Context: an optimization exercise on an open-source flow, tuned for small area, a short achievable clock period and few clock cycles. The choices shown serve that exercise and are no tape-out recipe. In this exercise RTL edits were held to simulation tests only and were not proved equivalent to the original.

### flow/design.v
module SP(
	clk,
	rst_n,
	cg_en,
	in_valid,
	in_data,
	in_mode,
	out_valid,
	out_data
);
input		clk;
input		rst_n;
input		in_valid;
input		cg_en;
input [8:0] in_data;
input [2:0] in_mode;
output reg 		  out_valid;
output reg [9:0]  out_data;
integer i;
function sgt;
	input [8:0] a;
	input [8:0] b;
	reg [8:0] u, v;
	integer j;
	begin
		u = {~a[8], a[7:0]};
		v = {~b[8], b[7:0]};
		sgt = 1'b0;
		for (j = 0; j < 9; j = j + 1)
			sgt = (u[j] & ~v[j]) | (~(~u[j] & v[j]) & sgt);
	end
endfunction
reg       busy;
reg [4:0] c;
reg [2:0] mode;
reg       o1, o2;
wire start = in_valid && !busy;
always @(posedge clk or negedge rst_n) begin
	if (!rst_n) busy <= 1'b0;
	else if (start) busy <= 1'b1;
	else if (o2) busy <= 1'b0;
end
always @(posedge clk) begin
	c <= busy ? c + 5'd1 : 5'd0;
	if (start) mode <= in_mode;
end
wire m1 = mode[1];
wire m2 = mode[2];
wire [4:0] nc = c + 5'd1;
reg inph, fen, ins_raw, ins_f, ins_q, clr, lastins;
wire nraw0 = !(in_mode[2] && !in_mode[1]);
always @(posedge clk or negedge rst_n) begin
	if (!rst_n) begin
		inph <= 1'b0; fen <= 1'b0; ins_raw <= 1'b0; ins_f <= 1'b0; ins_q <= 1'b0;
		clr <= 1'b0; lastins <= 1'b0;
	end else begin
		inph    <= start || busy && nc <= 5'd8;
		fen     <= busy && m1 && nc >= 5'd9 && nc <= 5'd17;
		ins_raw <= start && nraw0 ||
		           busy && (m1 ? nc <= 5'd7 : !m2 && nc <= 5'd8);
		ins_f   <= busy && m1 && !m2 && nc >= 5'd10 && nc <= 5'd18;
		ins_q   <= busy && m2 && (m1 ? (nc >= 5'd13 && nc <= 5'd21) : (nc >= 5'd4 && nc <= 5'd12));
		clr     <= busy && m1 && nc == 5'd8;
		lastins <= busy && (m2 ? (m1 ? nc == 5'd21 : nc == 5'd12) : (m1 ? nc == 5'd18 : nc == 5'd8));
	end
end
wire ins = ins_raw || ins_f || ins_q;
reg [7:0] gi;                 
reg       sg;
wire [7:0] gin;
genvar k;
generate for (k = 0; k < 8; k = k + 1) begin : g_gray
	if (k >= 4) assign gin[k] = ^in_data[7:k];
	else assign gin[k] = ^in_data[3:k];
end endgenerate
always @(posedge clk) begin
	gi <= gin;
	sg <= in_data[8];
end
wire [7:0] gb = {gi[7:4], gi[3:0] ^ {4{gi[4]}}};
wire [7:0] gr = {gi[7:4] ^ {1'b0, gi[7:5]}, gi[3:0] ^ {1'b0, gi[3:1]}};    
wire [7:0] nb;
generate for (k = 0; k < 8; k = k + 1) begin : g_neg
	if (k == 0) assign nb[k] = gb[0];
	else assign nb[k] = gb[k] ^ (sg & (|gb[k-1:0]));
end endgenerate
wire signed [8:0] vdec = mode[0] ? {sg & (|gb), nb} : {sg, gr};
reg signed [8:0] S [0:8];
reg signed [9:0] msum;         
reg [7:0] half;                
wire signed [8:0] hs = {1'b0, half};
wire signed [8:0] e = inph ? vdec : S[0];
wire signed [10:0] e2 = {e[8], e, 1'b0};
wire signed [10:0] D = e2 - msum;
wire signed [10:0] t = msum[0] ? (msum[9] ? 11'sd1 : -11'sd1) : 11'sd0;
wire signed [8:0] fe = !fen ? e : (D > t) ? e - hs : (D < t) ? e + hs : e;
always @(posedge clk) begin
	for (i = 0; i < 8; i = i + 1) S[i] <= S[i+1];
	S[8] <= fe;
end
wire signed [10:0] s3 = S[6] + S[7] + S[8];
wire signed [8:0] q3;
SP_div3 u_div3(.t(s3), .q(q3));
reg signed [8:0] q;
always @(posedge clk) q <= q3;
wire signed [8:0] x = ins_q ? q : ins_f ? S[8] : vdec;
reg signed [8:0] L [1:5];
reg signed [8:0] mn;
reg [5:1] full;                
reg [5:0] gt;                  
always @(*) begin
	gt[0] = 1'b1;
	for (i = 1; i <= 5; i = i + 1) gt[i] = !full[i] || sgt(x, L[i]);
end
wire signed [8:0] nmax = gt[1] ? x : L[1];
always @(posedge clk) begin
	if (!busy || clr) full <= 5'd0;
	else if (ins) full <= {full[4:1], 1'b1};
	if (ins) begin
		L[1] <= nmax;
		for (i = 2; i <= 5; i = i + 1)
			L[i] <= gt[i-1] ? L[i-1] : (gt[i] ? x : L[i]);
		mn <= nmin;
	end
end
wire signed [8:0] nmin = (!full[1] || sgt(mn, x)) ? x : mn;
wire [9:0] mdiff = nmax - nmin;
always @(posedge clk) begin
	if (clr) begin
		msum <= nmax + nmin;
		half <= mdiff[8:1];
	end
end
always @(posedge clk or negedge rst_n) begin
	if (!rst_n) begin
		o1 <= 1'b0; o2 <= 1'b0;
		out_valid <= 1'b0;
		out_data <= 10'd0;
	end else begin
		o1 <= lastins;
		o2 <= o1;
		out_valid <= lastins | o1 | o2;
		out_data <= lastins ? {nmax[8], nmax} : o1 ? {L[5][8], L[5]} : o2 ? {mn[8], mn} : 10'd0;
	end
end
endmodule
module SP_div3(input [10:0] t, output [8:0] q);
wire [11:0] u;
assign u[8:0] = t[8:0];
assign u[9] = ~t[9];
assign u[10] = ~t[10] ^ t[9];
assign u[11] = ~t[10] & t[9];
wire [1:0] r_0_0 = {1'b0, u[0]};
wire [1:0] r_1_1 = {1'b0, u[1]};
wire [1:0] r_2_2 = {1'b0, u[2]};
wire [1:0] r_3_3 = {1'b0, u[3]};
wire [1:0] r_4_4 = {1'b0, u[4]};
wire [1:0] r_5_5 = {1'b0, u[5]};
wire [1:0] r_6_6 = {1'b0, u[6]};
wire [1:0] r_7_7 = {1'b0, u[7]};
wire [1:0] r_8_8 = {1'b0, u[8]};
wire [1:0] r_9_9 = {1'b0, u[9]};
wire [1:0] r_10_10 = {1'b0, u[10]};
wire [1:0] r_11_11 = {1'b0, u[11]};
wire [1:0] r_11_10 = m3sub(r_10_10, r_11_11);
wire [1:0] r_11_9 = m3sub(r_9_9, r_11_10);
wire [1:0] r_8_7 = m3sub(r_7_7, r_8_8);
wire [1:0] r_8_6 = m3sub(r_6_6, r_8_7);
wire [1:0] r_11_8 = m3sub(r_8_8, r_11_9);
wire [1:0] r_11_7 = m3add(r_11_9, r_8_7);
wire [1:0] r_11_6 = m3sub(r_8_6, r_11_9);
wire [1:0] r_5_4 = m3sub(r_4_4, r_5_5);
wire [1:0] r_5_3 = m3sub(r_3_3, r_5_4);
wire [1:0] r_2_1 = m3sub(r_1_1, r_2_2);
wire [1:0] r_2_0 = m3sub(r_0_0, r_2_1);
wire [1:0] r_5_2 = m3sub(r_2_2, r_5_3);
wire [1:0] r_5_1 = m3add(r_5_3, r_2_1);
wire [1:0] r_5_0 = m3sub(r_2_0, r_5_3);
wire [1:0] r_11_5 = m3sub(r_5_5, r_11_6);
wire [1:0] r_11_4 = m3add(r_11_6, r_5_4);
wire [1:0] r_11_3 = m3sub(r_5_3, r_11_6);
wire [1:0] r_11_2 = m3add(r_11_6, r_5_2);
wire [1:0] r_11_1 = m3sub(r_5_1, r_11_6);
wire [1:0] r_11_0 = m3add(r_11_6, r_5_0);
wire [11:0] qb;
assign qb[11] = 1'b0;
assign qb[0] = r_11_1[1] | (r_11_1[0] & u[0]);
assign qb[1] = r_11_2[1] | (r_11_2[0] & u[1]);
assign qb[2] = r_11_3[1] | (r_11_3[0] & u[2]);
assign qb[3] = r_11_4[1] | (r_11_4[0] & u[3]);
assign qb[4] = r_11_5[1] | (r_11_5[0] & u[4]);
assign qb[5] = r_11_6[1] | (r_11_6[0] & u[5]);
assign qb[6] = r_11_7[1] | (r_11_7[0] & u[6]);
assign qb[7] = r_11_8[1] | (r_11_8[0] & u[7]);
assign qb[8] = r_11_9[1] | (r_11_9[0] & u[8]);
assign qb[9] = r_11_10[1] | (r_11_10[0] & u[9]);
assign qb[10] = r_11_11[1] | (r_11_11[0] & u[10]);
wire neg_rem = t[10] & (r_11_0 != 2'd0);
assign q = qb[8:0] + {8'd0, neg_rem};
function [1:0] m3add(input [1:0] a, input [1:0] b);
  case ({a,b}) 4'b0000: m3add=0; 4'b0001: m3add=1; 4'b0010: m3add=2;
    4'b0100: m3add=1; 4'b0101: m3add=2; 4'b0110: m3add=0;
    4'b1000: m3add=2; 4'b1001: m3add=0; 4'b1010: m3add=1; default: m3add=2'b00; endcase
endfunction
function [1:0] m3sub(input [1:0] b, input [1:0] a);  
  case ({b,a}) 4'b0000: m3sub=0; 4'b0001: m3sub=2; 4'b0010: m3sub=1;
    4'b0100: m3sub=1; 4'b0101: m3sub=0; 4'b0110: m3sub=2;
    4'b1000: m3sub=2; 4'b1001: m3sub=1; 4'b1010: m3sub=0; default: m3sub=2'b00; endcase
endfunction
endmodule
### flow/flow/run.sh
#!/bin/bash
set -e
bash standard.sh BUFFER_PORTS_ARGS="-buffer_cell sky130_fd_sc_hd__buf_4" SETUP_SLACK_MARGIN=16.5 ABC_AREA=1 CTS_ARGS="-sink_clustering_enable -repair_clock_nets -sink_clustering_size 20 -sink_clustering_max_diameter 120 -num_static_layers 1" finish > standard.log 2>&1
### flow/standard.sh
#!/bin/bash
# synth_recipe.tcl (not shown) runs the flow's synth.tcl, then flattens the netlist and writes it again
# the make line also repeats each setting of config.mk as NAME=value (left out here)
make -C /OpenROAD-flow-scripts/flow DESIGN_CONFIG=/design/flow/config.mk WORK_HOME=/design/flow/orfs CLKGATE_MAP_FILE= SYNTH_SCRIPT=/design/flow/synth_recipe.tcl "${@:-finish}"
### flow/config.mk
export PLATFORM = sky130hd
export DESIGN_NAME = SP
export DESIGN_NICKNAME = SP
export VERILOG_FILES = /design/flow/design.v
export SDC_FILE = /design/flow/constraint.sdc
export NUM_CORES = 4
export LEC_CHECK = 0
export CAP_MARGIN = 20
export CORE_MARGIN = 2
export CORE_UTILIZATION = 40
export SLEW_MARGIN = 20
### flow/constraint.sdc
create_clock -name core_clock -period 22.0 [get_ports {clk}]
set_input_delay 4.4000 -clock core_clock [delete_from_list [all_inputs] [get_ports {clk}]]
set_output_delay 4.4000 -clock core_clock [all_outputs]
set_load 0.01 [all_outputs]
==> run notes, run 1 <==
- CP Buf/Inv Count: 1
- At the end of routability-driven placement, the weighted congestion stood at 0.878.
- Hold Vio Cnt, Final: 0
* Share of the cycle needed by the critical path after routing: 24.6%
- The first global-routing pass estimated between 40 and 50 mm of wire.
* Detail Placement HPWL: a little under 20 mm
- Number of violations reported at the end of detailed-routing iteration 0: 707
* Instance count of the mapped netlist: 1419
- Area of all placed cells without fillers: 12600 um^2
- Cell area after placement: roughly 12000 um^2
- Worst-case headroom to the max-slew limit: 36.4%
- The commonest cells after synthesis are nand2_1 (325), inv_1 (183), dfxtp_1 (109), nand3_1 (91), nor2_1 (85).
* Share of final-layout standard cells stronger than drive strength 1: 8.96%
* WL per Instance: 13.8 um
- Final Skew: 22.9 ps
- After clock tree synthesis, the clock-pin slew on the worst setup and hold paths is 90 ps.
- Max-cap violations in this run came to 0.
* Clock tree from TritonCTS: done
- Class of the worst hold path: reg -> reg
- Largest net degree at the start of global routing: 26
- Clock latency reported for the late side of the worst-skew pair: around 500 ps
* Quantity of hold-fixing buffers added after cts: 0
- The Yosys step of the flow raised 4 warnings.
* Sequential-to-total area share from yosys stat: 42.2%
- Final worst path period need: 5420 ps
- The most common cell in the synthesized netlist is nand2_1.
* Floorplan die area: 30600 um^2
* Maximum number of buffers from clock root to sink: 3
* Result of the run: complete, no violations
- Of all cell types, the one taking the most synthesized area is edfxtp_1.
- Compared with the post-synthesis result, the final layout area differs by 8.06%.
- The die is approximately 170 um wide.
- Counting the buffers created by CTS gives 14.
* Data arrival time of the critical path: 1020 ps
- Critical Path Sink Type: output port
- In this run the number of H-tree levels came out at 1.
- In the synthesized netlist the async set-or-reset flop fraction comes to 9.80%.
* Total gr overflow: 0
- In this run the remaining antenna-violating nets after routing total 0.
- Inserted Diodes: 0
- CP Launch Type: flop
* Post-synthesis average cell area: 8.24 um^2
- Number of antenna violations at the first check in global routing: 0
- The synthesized netlist occupies a cell area of 11700 um^2.
- The largest individual stage delay along the critical path comes from the cell dfrtp_1.
* Final hold slack: around 320 ps
* Worst-path maximum fanout: 2
* Vias post-DR: 9002
- Root buffer cell: clkbuf_16
- Number of port buffers: 25
- Layout net count: 1544
- Predominant post-synthesis flop cell: dfxtp_1
* Post-synth EDFFs: 75
- Row cnt: 62
- In the post-synthesis netlist, the biggest area contributors are edfxtp_1 (19%), dfxtp_1 (19%), nand2_1 (10%).
* Cell family contributing the most delay on the critical path: flip-flops
- For this run, the detailed router's first-pass iteration total came to 8.
- In this design, the stage delay of the slowest critical-path cell is 390 ps.
- Setup violations remaining at the end of the flow were counted as 0.
- The core region is 28700 um^2.
- The final-report max-slew violation count came to 0.
- Initial standard-cell utilization of the core: around two fifths
- CTS sink count: 204
* Post-synth top area share: 19.3%
- After detailed routing, the number of vias per cell comes to roughly 5.
* All-Layer GR Usage: ~17%
* Vias in the first global route: 8560
- Number of placed I/O pins: 27
- Synthesis produced a netlist with a net count of 1529.
- Post-route DRC violation count: 0
- Floorplan die height: roughly 170 um
- Tightest Pin Transition: roughly 950 ps
- RSZ-0062 raised after global routing: no
- Maximum operating frequency: 184 MHz
* Worst path cell trace: buf_4
* Start-to-end type of the worst setup path: reg -> out
* Yosys reg bits: 204
- Summed over all failing endpoints, the final setup total negative slack is 0 ps.
- Total Wirelength: roughly 25 mm
- Post-synth cell types: 54
* Required time of the critical path: 17600 ps
## layer usage
| metal | part of all wire (%) | vias up | track usage (%) |
|---|---|---|---|
| met5 | 0 | - | 0 |
| met2 | 46 | 164 | 27.8 |
| met4 | 2.0 | 0 | 4.13 |
| met1 | 49 | 4117 | 23.8 |
| met3 | 3.5 | 33 | 1.81 |
| li1 | - | 4688 | - |
## cell usage in the layout, fill, tap and decap left out, types with 3 or more instances in the layout
cell type    n
o311ai_0     3
inv_1      182
nand2_1    321
edfxtp_1    75
nand4_1      6
inv_2       11
buf_4       27
o31ai_1      5
o21ai_1     49
dfrtp_1     20
dfxtp_1    108
nand3_2      3
o21bai_1     8
xor2_1      32
o22ai_1     12
nand3_1     91
nor3_1       5
ha_1        79
o211ai_1     7
clkbuf_1     6
clkbuf_16   15
nor2_1      84
o21ai_0     78
nand2_2     24
or2_2       20
or2_1        5
nand2_4     13
and2_1       6
xnor2_1     16
a22oi_1      4
o21ai_2      3
fa_1        15
or2_0        3
a31oi_1      3
a21oi_1     63
nand3b_1    11
## flip-flops by register name, summed over array words and instances (netlist names), 3 cells and up
name      count
mode          3
q             9
half          8
gi            8
out_data      9
S            81
full          5
c             5
L            45
msum         10
mn            9
## metrics by stage
stage / utilization, % / std cells / worst slack [ps]
2_1_floorplan: - / 1419 / 17060
6_report: 44.0 / 1824 / 16580
3_5_place_dp: 42.4 / 1801 / 16200
5_1_grt: 44.0 / 1824 / 16480
4_1_cts: 43.9 / 1823 / 16560
3_3_place_gp: 42.4 / 1801 / 16240
## final timing paths
| check | slack [ps] | cells past startpoint | startpoint | to |
|---|---|---|---|---|
| max in group asynchronous | 17980 | 1 | rst_n | clr$_DFF_PN0_ |
| setup reg to reg | 17020 | 27 | S[8][1]$_DFF_P_ | q[6]$_DFF_P_ |
| setup / recovery | 16580 | 1 | out_data[8]$_DFF_PN0_ | out_data[8] |
| hold / removal | 320 | 0 | S[4][2]$_DFF_P_ | S[3][2]$_DFF_P_ |
| min in group asynchronous | 3780 | 1 | rst_n | out_data[5]$_DFF_PN0_ |
| hold reg to reg | 320 | 0 | S[4][2]$_DFF_P_ | S[3][2]$_DFF_P_ |
## final cells by class
class / count / area [um^2]
multi-input combinational: 991 / 5860
inverter: 196 / 738
clock inverter: 1 / 16.3
fill: 2874 / 16100
sequential: 204 / 4940
timing repair buffer: 27 / 203
tap: 384 / 480
clock buffer: 21 / 398
## cells by family after synthesis
group / share of synthesized area, %
AND/OR/NAND/NOR: 22.8
AO/OA/AOI/OAI: 12.1
buffers and inverters: 8.03
flip-flops: 42.2
adder cells (fa/ha/maj): 11.0
XOR/XNOR: 3.87
## what timing repair did
action	in CTS	in global routing
buffers inserted	0	1
pin swaps	0	2
endpoints found under the setup margin	8	15
resized for setup	4	15
Testbench counts, summed over its fixed seeds: cycles 10,357.
==> run 2, diff against run 1 <==
--- a/flow/design.v
+++ b/flow/design.v
@@ -86,14 +86,13 @@
 end endgenerate
 wire signed [8:0] vdec = mode[0] ? {sg & (|gb), nb} : {sg, gr};
 reg signed [8:0] S [0:8];
-reg signed [9:0] msum;         
+reg signed [8:0] mid;          
 reg [7:0] half;                
-wire signed [8:0] hs = {1'b0, half};
 wire signed [8:0] e = inph ? vdec : S[0];
-wire signed [10:0] e2 = {e[8], e, 1'b0};
-wire signed [10:0] D = e2 - msum;
-wire signed [10:0] t = msum[0] ? (msum[9] ? 11'sd1 : -11'sd1) : 11'sd0;
-wire signed [8:0] fe = !fen ? e : (D > t) ? e - hs : (D < t) ? e + hs : e;
+wire dn = fen && sgt(S[0], mid);
+wire up = fen && sgt(mid, S[0]);
+wire [8:0] hop = dn ? ~{1'b0, half} : up ? {1'b0, half} : 9'd0;
+wire signed [8:0] fe = e + hop + {8'd0, dn};
 always @(posedge clk) begin
 	for (i = 0; i < 8; i = i + 1) S[i] <= S[i+1];
 	S[8] <= fe;
@@ -125,9 +124,10 @@
 end
 wire signed [8:0] nmin = (!full[1] || sgt(mn, x)) ? x : mn;
 wire [9:0] mdiff = nmax - nmin;
+wire signed [9:0] msum = nmax + nmin;
 always @(posedge clk) begin
 	if (clr) begin
-		msum <= nmax + nmin;
+		mid <= (msum + {9'd0, msum[9]}) >>> 1;
 		half <= mdiff[8:1];
 	end
 end
==> flow/flow/run.sh (replaced) <==
#!/bin/bash
set -e
bash standard.sh BUFFER_PORTS_ARGS="-buffer_cell sky130_fd_sc_hd__buf_4" SETUP_SLACK_MARGIN=16.5 CTS_CLUSTER_SIZE=20 CTS_CLUSTER_DIAMETER=120 finish > standard.log 2>&1
==> run 2 against run 1 <==
Sequential share of layout area shrank 1.3 points. Setup slack got worse by 52 ps. Area after synthesis down 5.7%. Routed wire length is 1.8% higher. Global-route usage increased by 0.57 points. Register-to-register slack got worse by 490 ps.
==> run notes, run 2 <==
- Adding up every negative setup slack in the final design gives 0 ps.
- Sequential-to-total area share from yosys stat: 44.5%
* Vias in the first global route: roughly 7600
* Combined area of all synthesized cells: 11000 um^2
- Tightest Pin Transition: 987 ps
- The flow ran to the end and the layout has no timing, DRC or antenna violations.
* Fillers: approximately 2500
- In this run the horizontal extent of the chip is 170 um.
* Number of violations reported at the end of detailed-routing iteration 0: roughly 450
- # Max-Cap Violations: 0
- The worst path uses between 20 and 25% of the clock period.
- The most critical setup path has its endpoint at q[5]$_DFF_P_.
* Class of the worst hold path: reg -> reg
- For this run, the number of Yosys warnings is 4.
* Max H-tree Level: 1
* Drt via density: 5.42
- Largest net degree at the start of global routing: 24
- Number of placed I/O pins: 27
- Antenna violation net count after detailed routing: 0
* Predominant post-synthesis flop cell: dfxtp_1
- Input and output buffers added on the ports amount to 25.
* Critical Path Sink Type: flop
- Placeable core region: approximately 27000 um^2
- Synthesis produced a netlist with a net count of 1153.
- Across all layers, the routed design uses ~8000 vias.
- First drt pass iteration count: 6
- Met1 usage in global routing: 25.5%
- At the worst endpoint, the required time is 22360 ps.
- Leading area contributor after synthesis: edfxtp_1
- Post-synth cell types: 79
- Share of final-layout standard cells stronger than drive strength 1: 25.5%
- All-Layer GR Usage: 17.4%
- CP Launch Type: flop
- The worst register-to-register path has a setup slack of 16530 ps.
* Largest register FFs: 81
- The final layout contains 1216 nets.
- Commonest cells after routing, fill and taps aside: dfxtp_1 (102), nand2_1 (90), buf_4 (84), edfxtp_1 (74), inv_1 (61)
* Post-synth top area share: 20.2%
* Largest registers: S (81), L (45)
- Setup violations remaining at the end of the flow were counted as 0.
- Clock latency reported for the late side of the worst-skew pair: just under 500 ps
* Floorplan die height: 170 um
* Total Wirelength: approximately 26 mm
- Maximum number of buffers from clock root to sink: 3
- The worst setup path is of the reg -> reg kind.
- For this run, asynchronously set or reset flops after synthesis account for under 10%.
* Most common cell after layout, fill and taps aside: dfxtp_1
- In the synthesized netlist, the cells that appear most often are dfxtp_1 (109), nand2_1 (94), a21oi_1 (75), edfxtp_1 (74), inv_1 (64).
* Data arrival time of the critical path: just under 6000 ps
- After global routing the overflow that remains totals 0.
- Inserted Diodes: 0
* RSZ-0062 raised after global routing: yes
* Most Crowded Layer GR: met2
- Hold Vio Cnt, Final: 0
* Floorplan die area: 28900 um^2
- TritonCTS created 14 clock buffers.
- Sorting the synthesized cells by area gives the leading types as edfxtp_1 (20%), dfxtp_1 (20%), ha_1 (5.9%).
- Among all cell types in the netlist, the one instantiated most often is dfxtp_1.
* Final Skew: between 30 and 40 ps
- Detail Placement HPWL: 18.0 mm
- Initial standard-cell utilization of the core: around two fifths
- Relative to the synthesized area, the layout overhead comes to 18.3%.
* Root buffer cell: clkbuf_16
* Gpl congestion: 0.872
- Global Route met3 Usage: 2.12%
- Measured in cells, the most critical reg-to-reg path has a length of 22.
- Met2 demand-to-capacity share in global routing: ~28%
* Clock tree from TritonCTS: done
- Along the worst path, the maximum fanout reaches 5.
- Number of antenna violations at the first check in global routing: 1
- Maximum operating frequency: 183 MHz
- Synthesis inferred 203 register bits.
- The worst register-to-register path begins at S[6][1]$_DFF_P_.
- Post-synthesis average cell area: 10.3 um^2
* Post-synth EDFFs: 74
- The clock net in this run drives a total of 203 sinks.
* Register name with the most flops: S
* Row cnt: 60
- The final-report max-slew violation count came to 0.
- In this run the critical register-to-register path is captured at q[5]$_DFF_P_.
* Instance count of the mapped netlist: 1071
* Worst-case headroom to the max-slew limit: about a third
- Post-route DRC violation count: 0
* Clock input transition at the sequential cells of the worst setup and hold paths: 90 ps
- Global-route wire length before repair: 40.3 mm
- Tracing the worst setup path back leads to its startpoint at S[6][1]$_DFF_P_.
- Final worst path period need: between 5000 and 6000 ps
- WL per Instance: 17.3 um
run 2: how the worst min path moves through the flow:
stage	slack, ps	from	cells after the start	to
2_1_floorplan	310	S[1][0]$_DFF_P_	0	S[0][0]$_DFF_P_
3_3_place_gp	310	S[5][4]$_DFF_P_	0	S[4][4]$_DFF_P_
3_5_place_dp	310	S[4][2]$_DFF_P_	0	S[3][2]$_DFF_P_
4_1_cts	300	S[3][0]$_DFF_P_	0	S[2][0]$_DFF_P_
5_1_grt	300	S[3][0]$_DFF_P_	0	S[2][0]$_DFF_P_
6_report	300	S[3][0]$_DFF_P_	0	S[2][0]$_DFF_P_
run 2: critical path, stage by stage, from the launching register on:
cell and delay [ps]:
dfxtp_2 330, fa_1 530, ha_4 200, fa_2 340
a21o_1 200, a21oi_2 130, o21bai_1 100, a21oi_2 170
o21bai_1 110, a21oi_2 180, xnor2_2 150, ha_1 280
nor2b_2 180, nor3b_4 170, or4_4 580, maj3_1 340
a32o_2 270, ha_2 180, and2_4 130, a32o_2 270
nand4_1 200, o21ai_1 100, a21o_1 190
run 2: routing by layer:
layer	vias to the layer above	part of all wire [%]	wire [um]
met1	3873	49	12600
li1	3983	-	-
met2	144	45	11500
met5	-	0	0
met4	0	1.5	391
met3	25	4.0	1030
run 2: logic make-up (layout without fill, tap and decap cells):
kind of cell,Yosys count,after routing,share of synthesized area [%]
xor+xnor,62,62,4.93
fa+ha+maj,95,95,11.2
flops,203,203,44.5
compound gates,263,263,16.2
mux,68,68,7.24
simple gates,271,272,11.9
buf+inv,109,176,4.08
run 2: cell type report:
| cell class | instances | area (um^2) | share of cell area [%] |
|---|---|---|---|
| Clock inverter | 1 | 20.0 | 0.154 |
| Tap cell | 341 | 427 | 3.27 |
| Timing Repair Buffer | 90 | 692 | 5.31 |
| Sequential cell | 203 | 4920 | 37.8 |
| Multi-Input combinational cell | 760 | 6330 | 48.6 |
| Inverter | 65 | 246 | 1.89 |
| Clock buffer | 20 | 394 | 3.02 |
run 2: what timing repair did:
action / CTS / global route
setup endpoints to repair: 23 / 16
buffers inserted: 22 / 37
hold endpoints to repair: 0 / 0
pin swaps: 25 / 60
hold buffers: 0 / 0
gates resized for setup: 66 / 94
gates cloned: 1 / 0
run 2: per-stage QoR:
stage          area [um^2]  hold slack, ps  util [%]  cells  setup WS, ps
2_1_floorplan        11000             310         -   1071         16460
3_3_place_gp         11500             311      42.5   1399         14860
3_5_place_dp         11500             312      42.5   1399         14790
4_1_cts              12400             303      45.7   1443         16500
5_1_grt              13000             303      48.2   1480         16310
6_report             13000             300      48.2   1480         16530
Testbench counts of run 2, summed over its fixed seeds: cycles 10,357.
==> run 3, diff against run 2 <==
==> flow/flow/run.sh (replaced) <==
#!/bin/bash
set -e
bash standard.sh BUFFER_PORTS_ARGS="-buffer_cell sky130_fd_sc_hd__buf_4" SETUP_SLACK_MARGIN=16.7 ABC_AREA=1 CTS_CLUSTER_SIZE=20 CTS_CLUSTER_DIAMETER=120 finish > standard.log 2>&1
==> run 3 against run 2 <==
Still clean on timing, DRC and antenna. Sequential share of layout area rose by 2.0 points. Synthesized cell count rose by 25%. First-iteration DRC count rose by 29%. Die area rose by 0.25%. Core utilization fell by 2.5 points. Via count rose by 7.4%. Sequential cell count did not move. Routed wire length fell by 2.5%. Maximum frequency rose by 0.80%. Final cell count rose by 17%.
==> run notes, run 3 <==
* Clock latency reported for the late side of the worst-skew pair: 480 ps
* Die extent in x: around 170 um
- After synthesis, the netlist uses 52 different library cells.
- Cell family contributing the most delay on the critical path: flip-flops
- The number of buffers and inverters on the critical path is 1.
* Most common cell after layout, fill and taps aside: nand2_1
* Worst-path maximum fanout: 2
- Vias in the first global route: 8114
* Hold Vio Cnt, Final: 0
- The final-report max-slew violation count came to 0.
- The initial antenna violation count came to 0.
* Share of final-layout standard cells stronger than drive strength 1: 12.4%
* First drt pass iteration count: 5
- The final route contains around 8600 vias.
* Total gr overflow: 0
- After synthesis, the largest family of logic cells by area is simple AND/OR/NAND/NOR gates.
- The synthesized design contains around 200 register bits.
- The worst setup path is captured at an output port.
- P&R area growth vs syn: 11.9%
* Post-synth EDFFs: 74
- # Max-Cap Violations: 0
- CTS built an H-tree with a depth of 1.
- The cell sitting at the root of the clock tree is a clkbuf_16.
* Class of the worst hold path: reg -> reg
- Dividing the synthesized area by the synthesized cell count gives just over 8 um^2.
* Data arrival time of the critical path: 1030 ps
* CTS sink count: approximately 200
- Drt via density: 4.98
* Required time of the critical path: approximately 18000 ps
- In this run the core area contains 60 standard-cell rows.
- Largest register FFs: 81
- Detailed placement ended at an HPWL of ~19 mm.
* Final Skew: 16.7 ps
- Worst-case headroom to the max-slew limit: 29.7%
* Number of clock buffers inserted by TritonCTS: 14
- TritonCTS built the clock tree.
- Share of the cycle needed by the critical path after routing: 24.7%
* WL per Instance: 14.4 um
- The count of nets left with antenna violations once routing finished came out at 0.
- Setup repair after global routing could not meet its margin everywhere.
* CP Launch Type: flop
- Slack of the worst reg-to-reg path: ~17000 ps
* Quantity of hold-fixing buffers added after cts: 0
- All-Layer GR Usage: 17.5%
* Count of placed standard cells in the final layout, fillers left out: 1731
- Floorplan die height: 170 um
- Summed negative setup slack over all endpoints: 0 ps
* Proportion of synthesized area in mux cells: 0%
* Maximum number of buffers from clock root to sink: 3
- Nets in the synthesized netlist: between 1000 and 1500
* Post-synth top area share: 20.1%
- Synthesized-area fraction occupied by adder cells: ~8.4%
- For this run, design rule violations remaining after detail routing come to 0.
* Combined area of all synthesized cells: 11000 um^2
- Register name with the most flops: S
- The worst path in the final design needs a cycle of 5430 ps, including I/O delays and setup.
* Delay of the slowest cell on the worst path: 410 ps
- In this run the standard cell core region covers 27000 um^2.
- Global-route wire length before repair: 41.0 mm
* Fillers: around 2600
- Cell with the most instances after synthesis: nand2_1
- Slowest library cell on the worst path: dfrtp_1
- In this run, placement finished with an instance count of 1682.
* Ranking of synthesized cells by area: edfxtp_1 (20%), dfxtp_1 (20%), nand2_1 (11%)
* Gpl congestion: 0.864
- Predominant post-synthesis flop cell: dfxtp_1
- Start-to-end type of the worst setup path: reg -> out
- Post-synth ARST share: under 10%
* Layout net count: 1465
- The library cells used most frequently in the layout, excluding fill and tap cells, are nand2_1 (329), inv_1 (171), dfxtp_1 (107), nand3_1 (103), nor2_1 (76).
- Summing the areas of all compound-gate instances in the mapped netlist gives 10.8% of the synthesized area.
- Leading area contributor after synthesis: edfxtp_1
- Number of placed I/O pins: 27
- Total Wirelength: ~25 mm
- Cells fill 45.7% of the core in the end.
- Maximum operating frequency: between 150 and 200 MHz
- The largest registers in the layout are S (81), L (45).
- The first routing iteration left 577 violations.
* Sequential standard cell area: 4910 um^2
* Result of the run: complete, no violations
* Clock input transition at the sequential cells of the worst setup and hold paths: 80 ps
* Inserted Diodes: 0
- Initial standard-cell utilization of the core: approximately 41%
- During synthesis, Yosys emitted a total of 4 warnings.
- Buffers placed on the I/O ports in this run total 25.
- The commonest cells after synthesis are nand2_1 (335), inv_1 (177), dfxtp_1 (109), nand3_1 (106), nor2_1 (76).
- Of the total synthesized cell area, the portion taken by XOR and XNOR cells is about 3.8%.
- Synthesis handed over a netlist of ~1300 instances.
- Largest net degree at the start of global routing: 24
* Worst path cell trace: buf_4
- Post-synthesis simple-gate area fraction: about a quarter
- Sequential-to-total area share from yosys stat: 44.4%
* Floorplan die area: 29000 um^2
* Multi-input gate area in the final layout: around 5500 um^2
- # setup viols final: 0
- Tightest Pin Transition: 1050 ps
[run 3: cell count changes after synthesis, sizes merged, moves of 26 or more]
cell   delta
a21oi    -30
mux2     -46
xnor2    -26
nand3    +98
inv     +120
nand2   +275
o21ai    +69
maj3     -29
[run 3: cell type report]
class,count,area share [%]
Clock buffer,21,3.22
Clock inverter,2,0.162
Inverter,185,5.79
Multi-Input combinational cell,928,44.1
Sequential cell,203,39.8
Tap cell,341,3.45
Timing Repair Buffer,51,3.47
[run 3: worst register-to-register path: cells and delay by family (launching register included)]
family / cells / cell delay, ps
and+or+nand+nor: 26 / 2620
adders and majority gates: 3 / 730
AOI/OAI and AO/OA: 4 / 630
DFF: 1 / 410
buffers and inverters: 4 / 380
xor gates and xnor gates: 1 / 90
[run 3: cell families after synthesis]
logic type / count (synthesis)
compound gates: 207
xor+xnor: 48
fa+ha+maj: 66
buf+inv: 212
flops: 203
simple gates: 606
[run 3: final timing paths]
path                                       start               endpoint  cells past startpoint
max                        out_data[8]$_DFF_PN0_            out_data[9]                      1
max in group asynchronous                  rst_n        ins_q$_DFF_PN0_                      1
min reg2reg                      S[3][2]$_DFF_P_        S[2][2]$_DFF_P_                      0
max reg2reg                        gi[4]$_DFF_P_       mid[7]$_DFFE_PP_                     38
min                              S[3][2]$_DFF_P_        S[2][2]$_DFF_P_                      0
min in group asynchronous                  rst_n  out_data[1]$_DFF_PN0_                      1
[run 3: per-stage QoR]
step	setup slack, ps	hold WS [ps]	instance area [um^2]
floorplan	17060	310	11000
global placement	15560	310	11500
detailed placement	15430	312	11500
CTS	16540	326	12100
global route	16530	325	12400
finish	16570	325	12400
[run 3: per-layer routing]
| metal | wire length, um | vias to the layer above | GRT usage, % |
|---|---|---|---|
| li1 | - | 4455 | - |
| met1 | 12500 | 3972 | 25.4 |
| met2 | 11100 | 171 | 28.2 |
| met3 | 956 | 21 | 1.79 |
| met4 | 327 | 0 | 3.64 |
| met5 | 0 | - | 0 |
[run 3: repair_timing]
item	in CTS	in global routing
pin swaps	3	12
buffers inserted	10	15
cloned	1	0
resized for setup	29	35
endpoints found under the hold margin	0	0
setup endpoints to repair	22	25
==> run 4, diff against run 3 <==
==> flow/flow/run.sh (replaced) <==
#!/bin/bash
set -e
bash standard.sh BUFFER_PORTS_ARGS="-buffer_cell sky130_fd_sc_hd__buf_4" SETUP_SLACK_MARGIN=16.5 ABC_AREA=1 CTS_CLUSTER_SIZE=20 CTS_CLUSTER_DIAMETER=120 finish > standard.log 2>&1
--- a/flow/config.mk
+++ b/flow/config.mk
@@ -7,5 +7,5 @@
 export LEC_CHECK = 0
 export CAP_MARGIN = 20
 export CORE_MARGIN = 2
-export CORE_UTILIZATION = 40
+export CORE_UTILIZATION = 60
 export SLEW_MARGIN = 20
==> run 4 against run 3 <==
First-iteration DRC count is 4.7% higher. Maximum frequency increased by 0.24%. Largest cell class unchanged. Critical path type unchanged. Core utilization rose by 22 points. Critical path depth is the same. Routed wire length is 2.4% lower. Design area is 1.8% lower.
==> run notes, run 4 <==
- Ranking of synthesized cells by area: edfxtp_1 (20%), dfxtp_1 (20%), nand2_1 (11%)
- The number of buffers and inverters on the critical path is 1.
* Nets in the synthesized netlist: 1424
- Number of violations reported at the end of detailed-routing iteration 0: 604
- After the last flow step, the layout net total stands at around 1500.
- Largest net degree at the start of global routing: 24
* All-Layer GR Usage: 24.7%
- Worst Reg2Reg Path Length in Cells: 39
* Die extent in x: 140 um
* Worst-path maximum fanout: 2
- Summed over all layers, the routed wires come to 24.3 mm.
- The first global-routing pass estimated 39.5 mm of wire.
- More flip-flops sit in one register than any other, and that register is S.
- For the worst setup path, the data required time is about 18000 ps.
* First drt pass iteration count: 6
* # setup viols final: 0
- Vias in the first global route: 7868
- The die covers 19500 um^2.
- In this run, synthesis inferred 74 flip-flops with an integrated enable.
* Worst Hold Depth: 0
* Total gr overflow: 0
* Data arrival time of the critical path: 1020 ps
* Maximum number of buffers from clock root to sink: 3
- P&R area growth vs syn: 9.82%
* Synthesis warning total: 4
* Root buffer cell: clkbuf_16
- After detailed routing, the average wire length per cell comes to roughly 15 um.
* Final worst path period need: 5420 ps
* Critical Path Sink Type: output port
- Buffers inserted to repair hold after CTS numbered 0.
- Area of all placed cells without fillers: 12100 um^2
- Combined area of all synthesized cells: 11000 um^2
* Post-synthesis average cell area: 8.23 um^2
- Largest registers: S (81), L (45)
* Share of final-layout standard cells stronger than drive strength 1: 12.0%
* Number of port buffers: 25
- Post-synth cell types: 52
- Synthesis produced a netlist whose cell count is about 1300.
- Counting the buffers created by CTS gives 14.
* Placeable core region: between 15000 and 20000 um^2
- Result of the run: complete, no violations
- After detailed routing, the number of remaining DRC violations is 0.
- Drt via density: 5.39
* Initial standard-cell utilization of the core: between 60% and 70%
- Number of placed I/O pins: 27
- In the layout the commonest cells are nand2_1 (329), inv_1 (171), dfxtp_1 (108), nand3_1 (106), nor2_1 (76).
- The layout has roughly 1600 filler cells.
- The register with the most flip-flops in the layout has 81 of them.
* Detail Placement HPWL: 18.2 mm
- Yosys instantiated no cell more often than nand2_1.
- Static timing analysis puts the maximum clock frequency at 185 MHz.
- RSZ-0062 raised after global routing: yes
- Of the synthesized area, sequential elements account for 44.4%.
- Yosys reg bits: 203
- The tool flagged a number of max-cap violations equal to 0.
- Gpl congestion: 0.906
* Post-synth ARST share: 9.85%
- Inserted Diodes: 0
- The path class of the tightest hold or removal check is reg -> reg.
- Headroom to the max-slew limit came out at a little over a third.
* CTS sink count: 203
- The worst setup path is launched from a flop.
- After routing, the total negative slack on setup checks comes to 0 ps.
* Final Slew Violations: 0
* Predominant post-synthesis flop cell: dfxtp_1
* Leading area contributor after synthesis: edfxtp_1
* Start-to-end type of the worst setup path: reg -> out
* Cell area after placement: 11300 um^2
- Tightest Pin Transition: 974 ps
- In this run the number of H-tree levels came out at 1.
* Slowest library cell on the worst path: dfrtp_1
- For the worst-skew pair, the clock arrives at the later sink with an insertion delay of 480 ps.
* Share of the cycle needed by the critical path after routing: 24.6%
- The floorplan step set the die height to around 140 um.
- Clock input transition at the sequential cells of the worst setup and hold paths: 80 ps
* Number of antenna violations at the first check in global routing: 0
- Commonest cells in the netlist: nand2_1 (335), inv_1 (177), dfxtp_1 (109), nand3_1 (106), nor2_1 (76)
- The floorplan has 49 rows.
- Post-synth top area share: between 20 and 25%
* Clock tree from TritonCTS: done
* Hold Vio Cnt, Final: 0
* Logic depth of the worst setup path including buffers: 1
- Antenna violation net count after detailed routing: 0
- Vias post-DR: 8746
* Final Skew: about 23 ps
- Worst path cell trace: buf_4
* Delay of the slowest cell on the worst path: 390 ps
- Most common cell after layout, fill and taps aside: nand2_1
- The kind of cell with the highest combined delay along the critical path is flip-flops.
-- run 4: cell counts after synthesis --
Identical to the previous run, type by type.
-- run 4: worst paths after layout --
check                                      start                    end  slack [ps]
max                        out_data[8]$_DFF_PN0_            out_data[9]       16580
min                              S[2][6]$_DFF_P_        S[1][6]$_DFF_P_         330
max reg2reg                        gi[4]$_DFF_P_       mid[5]$_DFFE_PP_       16870
min reg2reg                      S[2][6]$_DFF_P_        S[1][6]$_DFF_P_         330
max in group asynchronous                  rst_n        ins_q$_DFF_PN0_       17920
min in group asynchronous                  rst_n  out_data[1]$_DFF_PN0_        3800
-- run 4: cell families after synthesis --
family	Yosys count	share of synthesized area [%]
buf+inv	212	8.06
flops	203	44.4
compound gates	207	10.8
fa+ha+maj	66	8.43
xor+xnor	48	3.81
simple gates	606	24.5
-- run 4: layout make-up --
| type | count | area [um^2] | area share [%] |
|---|---|---|---|
| clock buffers | 21 | 398 | 3.28 |
| clock inverters | 1 | 20.0 | 0.165 |
| inverters | 185 | 709 | 5.85 |
| multi-input cells | 929 | 5400 | 44.5 |
| flip-flops and latches | 203 | 4910 | 40.5 |
| well taps | 229 | 287 | 2.36 |
| repair buffers | 55 | 413 | 3.40 |
-- run 4: metal layers --
metal  share of wire (%)  GRT usage, %  vias to the layer above
li1                    -             -                     4472
met2                  43          37.6                      224
met1                  50          39.0                     4022
met4                 1.2          3.95                        0
met3                 5.7          2.68                       28
met5                   0             0                        -
-- run 4: stage by stage --
stage,utilization [%],std cells,hold slack [ps],setup slack [ps]
after floorplan,-,1342,310,17060
after global placement,62.9,1571,310,15590
after detailed placement,62.9,1571,312,15510
after CTS,66.0,1600,325,16520
after global routing,67.3,1623,334,16450
final,67.3,1623,326,16580
-- run 4: what timing repair did --
action	CTS	global route
pin swaps	2	11
setup endpoints to repair	9	10
hold endpoints to repair	0	0
gates cloned	1	1
gates resized for setup	18	17
setup buffers	6	22
==> run 5, diff against run 4 <==
--- a/flow/config.mk
+++ b/flow/config.mk
@@ -7,5 +7,5 @@
 export LEC_CHECK = 0
 export CAP_MARGIN = 20
 export CORE_MARGIN = 2
-export CORE_UTILIZATION = 60
+export CORE_UTILIZATION = 40
 export SLEW_MARGIN = 20
==> run 5 against run 4 <==
Maximum frequency is 0.27% lower. Core utilization decreased by 22 points. Highest routed layer unchanged. Setup slack worse by 15 ps. Clock-buffer cell count unchanged. Sequential share of layout area fell by 0.39 points. Synthesized cell count is the same. Clock skew decreased by 4.0 ps. Critical path depth is the same. Final cell count up 6.4%. Critical endpoint unchanged. Design area grew 1.0%. Non-clock buffer count shrank 8.
==> run notes, run 5 <==
- # setup viols final: 0
- In the synthesized netlist the dominant register cell turns out to be dfxtp_1.
- After floorplanning, the core was sized to cover 27000 um^2.
- Data on the critical path is required at its endpoint by 17600 ps.
- Row cnt: 60
* Largest register FFs: between 80 and 90
* All-Layer GR Usage: roughly 17%
- Largest net degree at the start of global routing: 24
* Clock input transition at the sequential cells of the worst setup and hold paths: 80 ps
* Sequential-to-total area share from yosys stat: 44.4%
- The run finished with no timing, DRC or antenna violations.
* Synthesis warning total: 4
- Static timing analysis puts the maximum clock frequency at 184 MHz.
- Max-cap violations in this run came to 0.
- Tightest Pin Transition: 1050 ps
- RSZ-0062 raised after global routing: yes
* Number of violations reported at the end of detailed-routing iteration 0: about 610
* Combined area of all synthesized cells: 11000 um^2
- The synthesized netlist devotes 24.5% of its cell area to simple gates.
- Start of the worst register-to-register path: gi[4]$_DFF_P_
* Post-synth EDFFs: 74
- The first global-routing pass estimated 41.0 mm of wire.
* P&R area growth vs syn: 10.9%
- The worst setup path is of the reg -> out kind.
- Of all cell types, the one taking the most synthesized area is edfxtp_1.
* Count of placed standard cells in the final layout, fillers left out: approximately 1700
- After Yosys synthesis, full adders, half adders and majority gates account for between 8 and 9% of the synthesized area.
- By area, the combinational part of the netlist is dominated by simple AND/OR/NAND/NOR gates.
- Number of cells after detailed placement: approximately 1700
- Share of the synthesized area in compound gates (AO/OA/AOI/OAI): 10.8%
- Commonest cells after routing, fill and taps aside: nand2_1 (330), inv_1 (171), dfxtp_1 (107), nand3_1 (104), nor2_1 (76)
- The share of synthesized area in the top cell type comes to 20.1%.
- Dividing the final minimum period by the clock period gives 24.7%.
* Initial standard-cell utilization of the core: 40.9%
- First drt pass iteration count: 5
- Number of port buffers: 25
* Max H-tree Level: 1
* Summed negative setup slack over all endpoints: 0 ps
* Commonest cells in the netlist: nand2_1 (335), inv_1 (177), dfxtp_1 (109), nand3_1 (106), nor2_1 (76)
- In this run the worst path has a maximum fanout of 2.
- Cell family contributing the most delay on the critical path: flip-flops
- Post-route DRC violation count: 0
- Share of final-layout standard cells stronger than drive strength 1: 11.8%
- The floorplan step defined a die boundary enclosing around 29000 um^2.
- Together, buffers and inverters on the worst path number 1.
* Vias post-DR: 8556
* Nets in the synthesized netlist: 1424
- In this run the worst hold path is classified as reg -> reg.
* Instance count of the mapped netlist: 1342
* CP Launch Type: flop
* Number of antenna violations at the first check in global routing: 0
* WL per Instance: 14.3 um
- Slowest library cell on the worst path: dfrtp_1
- STA classifies the critical path endpoint as an output port.
- Final Skew: 18.6 ps
- Global routing finished with a remaining overflow of 0.
- Delay of the slowest cell on the worst path: 410 ps
* Data arrival time of the critical path: 1030 ps
- Final hold slack: 325 ps
- Antenna violation net count after detailed routing: 0
- 0 antenna diodes ended up in the layout.
- The number of endpoints with negative hold slack in the final report came to 0.
- Vias in the first global route: 8114
* Worst path cell trace: buf_4
* Most common cell after layout, fill and taps aside: nand2_1
- Maximum number of buffers from clock root to sink: 3
* Layout net count: 1461
- Number of clock buffers inserted by TritonCTS: 14
- After Yosys synthesis, XOR and XNOR cells account for under 10% of the synthesized area.
* Post-synth ARST share: 9.85%
* Largest registers: S (81), L (45)
- Floorplan die height: 170 um
* Cell with the most instances after synthesis: nand2_1
* Worst-case headroom to the max-slew limit: 29.8%
- Post-synthesis average cell area: roughly 8.2 um^2
- Register name with the most flops: S
- Proportion of synthesized area in mux cells: 0%
- The floorplan step set the die width to 170 um.
- Drt via density: 4.95
* Post-synth cell types: 52
* Worst setup path start: out_data[8]$_DFF_PN0_
* Post-layout worst setup margin: 16570 ps
- Timing analysis after detailed placement gives a worst setup slack of ~15000 ps.
- The startpoint identified for the worst hold timing path is S[3][2]$_DFF_P_.
- The smallest clock period supported by the final layout is computed as 5430 ps.
* Number of placed I/O pins: 27
* Root buffer cell: clkbuf_16
- Ranking of synthesized cells by area: edfxtp_1 (20%), dfxtp_1 (20%), nand2_1 (11%)
- After synthesis the netlist holds a flip-flop and latch count of 203.
- Final Slew Violations: 0
- Detail Placement HPWL: 18.6 mm
- Total Wirelength: ~25 mm
- Clock latency reported for the late side of the worst-skew pair: between 400 and 500 ps
* Gpl congestion: 0.864
- CTS sink count: 203
- TritonCTS built the clock tree.
==> run 5: final cells by class <==
| type | count | area (um^2) |
|---|---|---|
| fill | 2658 | 14800 |
| multi-input combinational | 928 | 5420 |
| sequential | 203 | 4910 |
| clock buffer | 21 | 398 |
| timing repair buffer | 47 | 365 |
| clock inverter | 2 | 20.0 |
| inverter | 185 | 716 |
| tap | 341 | 427 |
==> run 5: what timing repair did <==
| item | in CTS | in global routing |
|---|---|---|
| resized for setup | 19 | 23 |
| cloned | 1 | 0 |
| hold buffers | 0 | 0 |
| setup buffers | 10 | 11 |
| endpoints found under the setup margin | 9 | 9 |
| pin swaps | 3 | 7 |
==> run 5: cell families after synthesis <==
kind of cell,count (synthesis)
AOI/OAI and AO/OA,207
xor gates and xnor gates,48
adders and majority gates,66
buffers and inverters,212
DFF,203
and+or+nand+nor,606
==> run 5: final timing paths <==
kind	end	slack [ps]	cells after the start
max	out_data[9]	16570	1
min	S[2][2]$_DFF_P_	330	0
max reg2reg	mid[7]$_DFFE_PP_	16830	31
min reg2reg	S[2][2]$_DFF_P_	330	0
max in group asynchronous	ins_q$_DFF_PN0_	17890	1
min in group asynchronous	out_data[4]$_DFF_PN0_	3820	1
==> run 5: metrics by stage <==
step / cell area, um^2 / utilization [%]
floorplan: 11000 / -
global placement: 11500 / 42.5
detailed placement: 11500 / 42.5
CTS: 12100 / 44.6
global route: 12300 / 45.3
finish: 12300 / 45.3
==> run 5: metal layers <==
layer	wire, um	global-route usage, %	share of wire (%)
met5	0	0	0
met4	326	3.64	1.3
met3	960	1.79	3.9
met2	11000	28.2	44
met1	12500	25.4	50
==> run 6, diff against run 5 <==
==> flow/flow/run.sh (replaced) <==
#!/bin/bash
set -e
bash standard.sh BUFFER_PORTS_ARGS="-buffer_cell sky130_fd_sc_hd__buf_4" SETUP_SLACK_MARGIN=16.5 ABC_AREA=1 CTS_BUF_LIST=sky130_fd_sc_hd__clkbuf_8 CTS_CLUSTER_SIZE=12 CTS_CLUSTER_DIAMETER=100 finish > standard.log 2>&1
==> run 6 against run 5 <==
Still clean. Routed wire length rose by 1.8%. Final cell count rose by 0.87%. Design area fell by 0.60%. Die area did not move. Critical path type unchanged. Largest cell class unchanged.
==> run notes, run 6 <==
- The tightest hold path in the finished design has a slack of ~320 ps.
- First drt pass iteration count: 5
- Maximum operating frequency: 182 MHz
* Nets in the synthesized netlist: 1424
* Hold Vio Cnt, Final: 0
- Critical Path Sink Type: output port
* Placeable core region: roughly 27000 um^2
* Number of placed I/O pins: 27
* Leading area contributor after synthesis: edfxtp_1
* Worst path cell trace: buf_6
* Count of placed standard cells in the final layout, fillers left out: 1742
- 0 antenna diodes ended up in the layout.
- Final cell utilization of the core: 45.1%
* Vias in the first global route: 8120
- After the last flow step, the layout net total stands at approximately 1500.
- Required time of the critical path: 17600 ps
- The most used flip-flop cell after synthesis is dfxtp_1.
- Ranked by flip-flop count, first place goes to S.
- Drt via density: between 4 and 5
* Worst-case headroom to the max-slew limit: 29.7%
- Detail Placement HPWL: between 15 and 20 mm
- Total gr overflow: 0
- Clock input transition at the sequential cells of the worst setup and hold paths: 90 ps
* Largest register FFs: 81
- For this design, the sink count on the clock tree is 203.
- Total Wirelength: 25.2 mm
- RSZ-0062 raised after global routing: yes
- Counting both buffers and inverters, the worst setup path holds a total of 1.
* Floorplan die height: 170 um
- Number of antenna violations at the first check in global routing: 0
* Largest net degree at the start of global routing: 24
- The finished cells cover 12200 um^2.
- # setup viols final: 0
- Once the floorplan was initialized, standard cells occupied between 40% and 50% of the core.
- In the final layout, the share of cells above drive strength 1 is 12.2%.
* Fillers: 2667
- The die covers 29000 um^2.
- The worst hold path belongs to the class reg -> reg.
* Post-synth EDFFs: 74
* WL per Instance: approximately 14 um
* All-Layer GR Usage: 17.6%
- At the pin with the least slew margin, the transition time is 1050 ps.
- Worst slack, placed: 15430 ps
- From left edge to right edge, the die measures around 170 um.
* Worst-path maximum fanout: 2
* Cell family contributing the most delay on the critical path: flip-flops
- Cell area after placement: 11500 um^2
- Clock latency on the worst-skew pair, taken at its later pin, is about 550 ps.
- The run finished with no timing, DRC or antenna violations.
- The library cells used most frequently in the layout, excluding fill and tap cells, are nand2_1 (328), inv_1 (183), dfxtp_1 (107), nand3_1 (105), nor2_1 (76).
* Start-to-end type of the worst setup path: reg -> out
* Global-route wire length before repair: 41.0 mm
* Number of cells after detailed placement: 1682
- The synthesized netlist contains 52 unique library cells.
* Maximum number of buffers from clock root to sink: 3
- Across the run, the number of max-cap violations was 0.
- Synthesis inferred 203 register bits.
* Post-synth ARST share: 9.85%
- Across all layers, the routed design uses 8650 vias.
* Number of port buffers: 25
* Final Slew Violations: 0
- Gpl congestion: 0.864
- Cell with the most instances after synthesis: nand2_1
- Post-route DRC violation count: 0
- Across all setup checks in the final design, the least slack found is 16510 ps.
- Root buffer cell: clkbuf_8
- The floorplan has 60 rows.
* Clock tree from TritonCTS: done
- Ranking of synthesized cells by area: edfxtp_1 (20%), dfxtp_1 (20%), nand2_1 (11%)
* Combined area of all synthesized cells: roughly 11000 um^2
- In this design, the stage delay of the slowest critical-path cell is 420 ps.
* CP Launch Type: flop
- During synthesis, Yosys emitted a total of 4 warnings.
- In this run the number of H-tree levels came out at 1.
* Slowest library cell on the worst path: dfrtp_1
- Number of violations reported at the end of detailed-routing iteration 0: 672
- Final Skew: roughly 37 ps
- Final worst path period need: 5490 ps
* Post-synth top area share: just over 20%
- Share of the cycle needed by the critical path after routing: 24.9%
* Quantity of hold-fixing buffers added after cts: 0
- The average instance in the mapped netlist occupies 8.23 um^2.
- Relative to the synthesized area, the layout overhead comes to 10.3%.
- Leaving out fill and tap cells, the most frequent cell in the layout is nand2_1.
- Counting instances in the post-synthesis netlist gives the leading cell types as nand2_1 (335), inv_1 (177), dfxtp_1 (109), nand3_1 (106), nor2_1 (76).
- Data on the critical path arrives at its endpoint at 1090 ps.
- Instance count of the mapped netlist: 1342
- TritonCTS created 20 clock buffers.
- Once detail routing completed, the nets flagged for antenna violations numbered 0.
* Sequential-to-total area share from yosys stat: 44.4%
- Setup total negative slack on the finished layout was measured at 0 ps.
- Largest registers: S (81), L (45)
run 6: worst paths after layout:
check / from / end / slack (ps) / cells after the start
setup / recovery: out_data[8]$_DFF_PN0_ / out_data[9] / 16510 / 1
hold / removal: S[3][2]$_DFF_P_ / S[2][2]$_DFF_P_ / 320 / 0
setup reg to reg: gi[4]$_DFF_P_ / mid[7]$_DFFE_PP_ / 16800 / 37
hold reg to reg: S[3][2]$_DFF_P_ / S[2][2]$_DFF_P_ / 320 / 0
max in group asynchronous: rst_n / ins_q$_DFF_PN0_ / 17980 / 1
min in group asynchronous: rst_n / out_data[5]$_DFF_PN0_ / 3750 / 1
run 6: kinds of logic (layout without fill, tap and decap cells):
logic type      after synthesis  in the layout  share of synthesized area (%)
compound gates              207            207                           10.8
simple gates                606            609                           24.5
buf+inv                     212            268                           8.06
fa+ha+maj                    66             66                           8.43
flops                       203            203                           44.4
xor+xnor                     48             48                           3.81
run 6: layout make-up:
class	count	area (um^2)	share of cell area, %
clock buffer	21	289	2.37
clock inverter	10	37.5	0.308
inverter	185	716	5.88
multi-input combinational	930	5400	44.4
sequential	203	4910	40.3
tap	341	427	3.50
timing repair buffer	52	399	3.28
run 6: layer usage:
metal	part of all wire (%)	GRT usage (%)
met1	50	25.4
met2	44	28.0
met3	5.0	2.21
met4	1.8	4.27
met5	0	0
run 6: repair_timing:
action,CTS,global route
setup endpoints to repair,11,12
setup buffers,7,19
resized for setup,19,21
cloned,1,2
pin swaps,2,11
endpoints found under the hold margin,0,0
==> run 7, diff against run 6 <==
==> flow/flow/run.sh (replaced) <==
#!/bin/bash
set -e
bash standard.sh BUFFER_PORTS_ARGS="-buffer_cell sky130_fd_sc_hd__buf_4" SETUP_SLACK_MARGIN=16.5 ABC_AREA=1 CTS_ARGS="-sink_clustering_enable -repair_clock_nets -sink_clustering_size 20 -sink_clustering_max_diameter 120 -dont_use_dummy_load" finish > standard.log 2>&1
==> run 7 against run 6 <==
Still clean on timing, DRC and antenna. Non-clock buffer count shrank 3. Routed wire length is 1.3% lower. First-iteration DRC count down 14%. Die area is the same. Register-to-register slack better by 60 ps. Sequential share of layout area fell by 0.058 points. Design area grew 0.14%. Via count shrank 0.50%. Critical endpoint unchanged. Highest routed layer unchanged.
==> run notes, run 7 <==
- Result of the run: complete, no violations
- Total gr overflow: 0
- Gpl congestion: 0.864
* Wire length the detailed router placed on met1: 12.5 mm
- Vias in the first global route: 8094
- Root buffer cell: clkbuf_16
* Post-route DRC violation count: 0
- Nets in the synthesized netlist: 1424
- Counting I/O delays and the setup requirement, the final critical path takes 5430 ps.
* Floorplan die height: 170 um
- Static timing analysis puts the maximum clock frequency at 184 MHz.
* Die extent in x: 170 um
- The top cell types in the final layout, fill and taps aside, are nand2_1 (330), inv_1 (171), dfxtp_1 (107), nand3_1 (104), nor2_1 (76).
* Sequential-to-total area share from yosys stat: around 44%
* Number of port buffers: 25
* Number of violations reported at the end of detailed-routing iteration 0: roughly 580
- Share of the synthesized area in compound gates (AO/OA/AOI/OAI): 10.8%
- Highest metal layer used by the detailed router: met4
* # Max-Cap Violations: 0
* Post-synth top area share: 20.1%
- Summed over all nets, wire length on met2 after detailed routing comes to ~11 mm.
- Final Slew Violations: 0
- After the last flow step, the layout net total stands at 1463.
- The pre-antenna-repair detailed-routing pass consisted of 5 iterations.
* Hold Vio Cnt, Final: 0
- Among all flip-flop cells after synthesis, the most frequent one is dfxtp_1.
- The path class of the tightest hold or removal check is reg -> reg.
- For the pin with the worst max-slew slack, the measured transition is a little over 1000 ps.
- Synthesis warning total: 4
- Worst-case headroom to the max-slew limit: 30.9%
- Clock latency reported for the late side of the worst-skew pair: 480 ps
- Sequential standard cell area: 4910 um^2
* Floorplan die area: 29000 um^2
- WL per Instance: 14.5 um
- Global-route wire length before repair: between 40 and 50 mm
- Proportion of synthesized area in mux cells: 0%
- Dominant combinational cell family by area after synthesis: simple AND/OR/NAND/NOR gates
* Data arrival time of the critical path: 1030 ps
- The setup path with the least slack is of type reg -> out.
- The region available for standard cell placement spans between 20000 and 30000 um^2.
* Commonest cells in the netlist: nand2_1 (335), inv_1 (177), dfxtp_1 (109), nand3_1 (106), nor2_1 (76)
- Initial standard-cell utilization of the core: 40.9%
- Number of clock buffers inserted by TritonCTS: 14
- In the synthesized netlist, the number of instances is 1342.
* Inserted Diodes: 0
- Quantity of hold-fixing buffers added after cts: 0
* Multi-input gate area in the final layout: 5430 um^2
* Leading area contributor after synthesis: edfxtp_1
* Number of placed I/O pins: 27
- Clock input transition at the sequential cells of the worst setup and hold paths: roughly 80 ps
* Worst-path maximum fanout: 2
- For the final routed database, the setup TNS stands at 0 ps.
- Final Skew: 29.6 ps
- After synthesis the cells add up to around 11000 um^2.
- Post-synth EDFFs: 74
* Delay of the slowest cell on the worst path: 410 ps
* Final hold slack: 309 ps
* Post-synth ARST share: 9.85%
- At the end of the flow the core is filled with cells to 45.1%.
* Antenna violation net count after detailed routing: 0
- Max H-tree Level: 1
- The clock drives ~200 sinks.
- Post-synthesis average cell area: 8.23 um^2
* RSZ-0062 raised after global routing: no
- All-Layer GR Usage: 17.5%
- Ranking of synthesized cells by area: edfxtp_1 (20%), dfxtp_1 (20%), nand2_1 (11%)
* Synthesized-area fraction occupied by adder cells: 8.43%
- Yosys instantiated no cell more often than nand2_1.
- Setup violations remaining at the end of the flow were counted as 0.
* Slowest library cell on the worst path: dfrtp_1
- Cell family contributing the most delay on the critical path: flip-flops
* Post-synth cell types: 52
- The synthesized netlist devotes 3.81% of its cell area to XOR and XNOR gates.
* Number of antenna violations at the first check in global routing: 0
* Routed length on met3: 1.13 mm
* Register name with the most flops: S
- Fillers: 2664
- Clock tree from TritonCTS: done
* Largest register FFs: 81
* Required time of the critical path: 17600 ps
- After detailed routing, the total wire length is between 20 and 25 mm.
* Largest registers: S (81), L (45)
- Share of the cycle needed by the critical path after routing: about a quarter
- STA classifies the critical path startpoint as a flop.
- The number of buffers and inverters on the critical path is 1.
* Drt via density: about 5
* Share of final-layout standard cells stronger than drive strength 1: around an eighth
* Detail Placement HPWL: ~19 mm
- Maximum number of buffers from clock root to sink: 3
* Yosys reg bits: 203
* Row cnt: 60
- Vias post-DR: 8607
- Post-synthesis simple-gate area fraction: 24.5%
- The library cell used most frequently in the layout, excluding fill and tap cells, is nand2_1.
- Worst path cell trace: buf_4
- The worst setup path is captured at an output port.
- P&R area growth vs syn: 10.4%
- Entering global routing, the biggest net connects 24 pins.
## run 7: cell counts after synthesis
Identical to the previous run, type by type.
## run 7: stage by stage
stage | setup slack, ps | instance area [um^2] | std cells
floorplan | 17060 | 11000 | 1342
global placement | 15560 | 11500 | 1682
detailed placement | 15430 | 11500 | 1682
CTS | 16510 | 12000 | 1708
global route | 16480 | 12200 | 1720
finish | 16570 | 12200 | 1720
## run 7: what timing repair did
item / CTS / global route
resized for setup: 19 / 25
setup endpoints to repair: 9 / 9
setup buffers: 11 / 12
gates cloned: 1 / 0
pin swaps: 4 / 9
## run 7: final cells by class
class                   count  area share [%]
well taps                 341            3.50
repair buffers             49            3.02
inverters                 185            5.87
flip-flops and latches    203            40.3
clock buffers              14            2.87
multi-input cells         928            44.5
## run 7: path summary, 6_finish.rpt
path | startpoint | endpoint | slack [ps] | cells past startpoint
max in group asynchronous | rst_n | fen$_DFF_PN0_ | 17880 | 1
worst max register to register | gi[4]$_DFF_P_ | mid[7]$_DFFE_PP_ | 16860 | 37
worst max-delay path | out_data[8]$_DFF_PN0_ | out_data[9] | 16570 | 1
worst min register to register | S[2][8]$_DFF_P_ | S[1][8]$_DFF_P_ | 310 | 0
min in group asynchronous | rst_n | out_data[4]$_DFF_PN0_ | 3820 | 1
worst min-delay path | S[2][8]$_DFF_P_ | S[1][8]$_DFF_P_ | 310 | 0
## run 7: kinds of logic (layout without fill, tap and decap cells)
family,count (synthesis),in the layout
AO/OA/AOI/OAI,207,207
XOR/XNOR,48,48
adder cells (fa/ha/maj),66,66
buffers and inverters,212,248
flip-flops,203,203
AND/OR/NAND/NOR,606,607
## run 7: routing by layer
layer  up-vias  GRT usage, %
li1       4437             -
met1      3965          25.3
met2       179          28.1
met3        26          2.16
met4         0          3.79
met5         -             0

==> re-timing with driven ports <==
The results above use ideal ports. As a check the final layouts listed here were re-extracted and re-timed, cells and wires unchanged.
Step 1 assumes that a clkbuf_16 drives the clock port and a buf_2 every other input.
Step 2 also shifts input and output timing later by t, the mid clock arrival at the registers, as if the neighbouring blocks saw the same clock.
Three values: no drivers, after step 1, after step 2; two values: the first two.
run | shift t [ns] | setup WS [ns] | worst setup path after step 2 | slew at the worst register clock pin (ns)
run 1 | 0.520 | 16.580 / 16.531 / 16.739 | input to register | 0.09 / 0.09
run 2 | 0.517 | 16.528 / 16.528 / 16.528 | register to register | 0.10 / 0.10
run 3 | 0.516 | 16.571 / 16.527 / 16.816 | input to register | 0.09 / 0.09
run 4 | 0.517 | 16.584 / 16.536 / 16.875 | register to register | 0.09 / 0.09
run 5 | 0.516 | 16.569 / 16.525 / 16.818 | input to register | 0.09 / 0.09
run 6 | 0.574 | 16.514 / 16.472 / 16.805 | register to register | 0.10 / 0.10
run 7 | 0.506 | 16.574 / 16.529 / 16.825 | input to register | 0.09 / 0.09
After both steps every run listed still meets setup and hold.
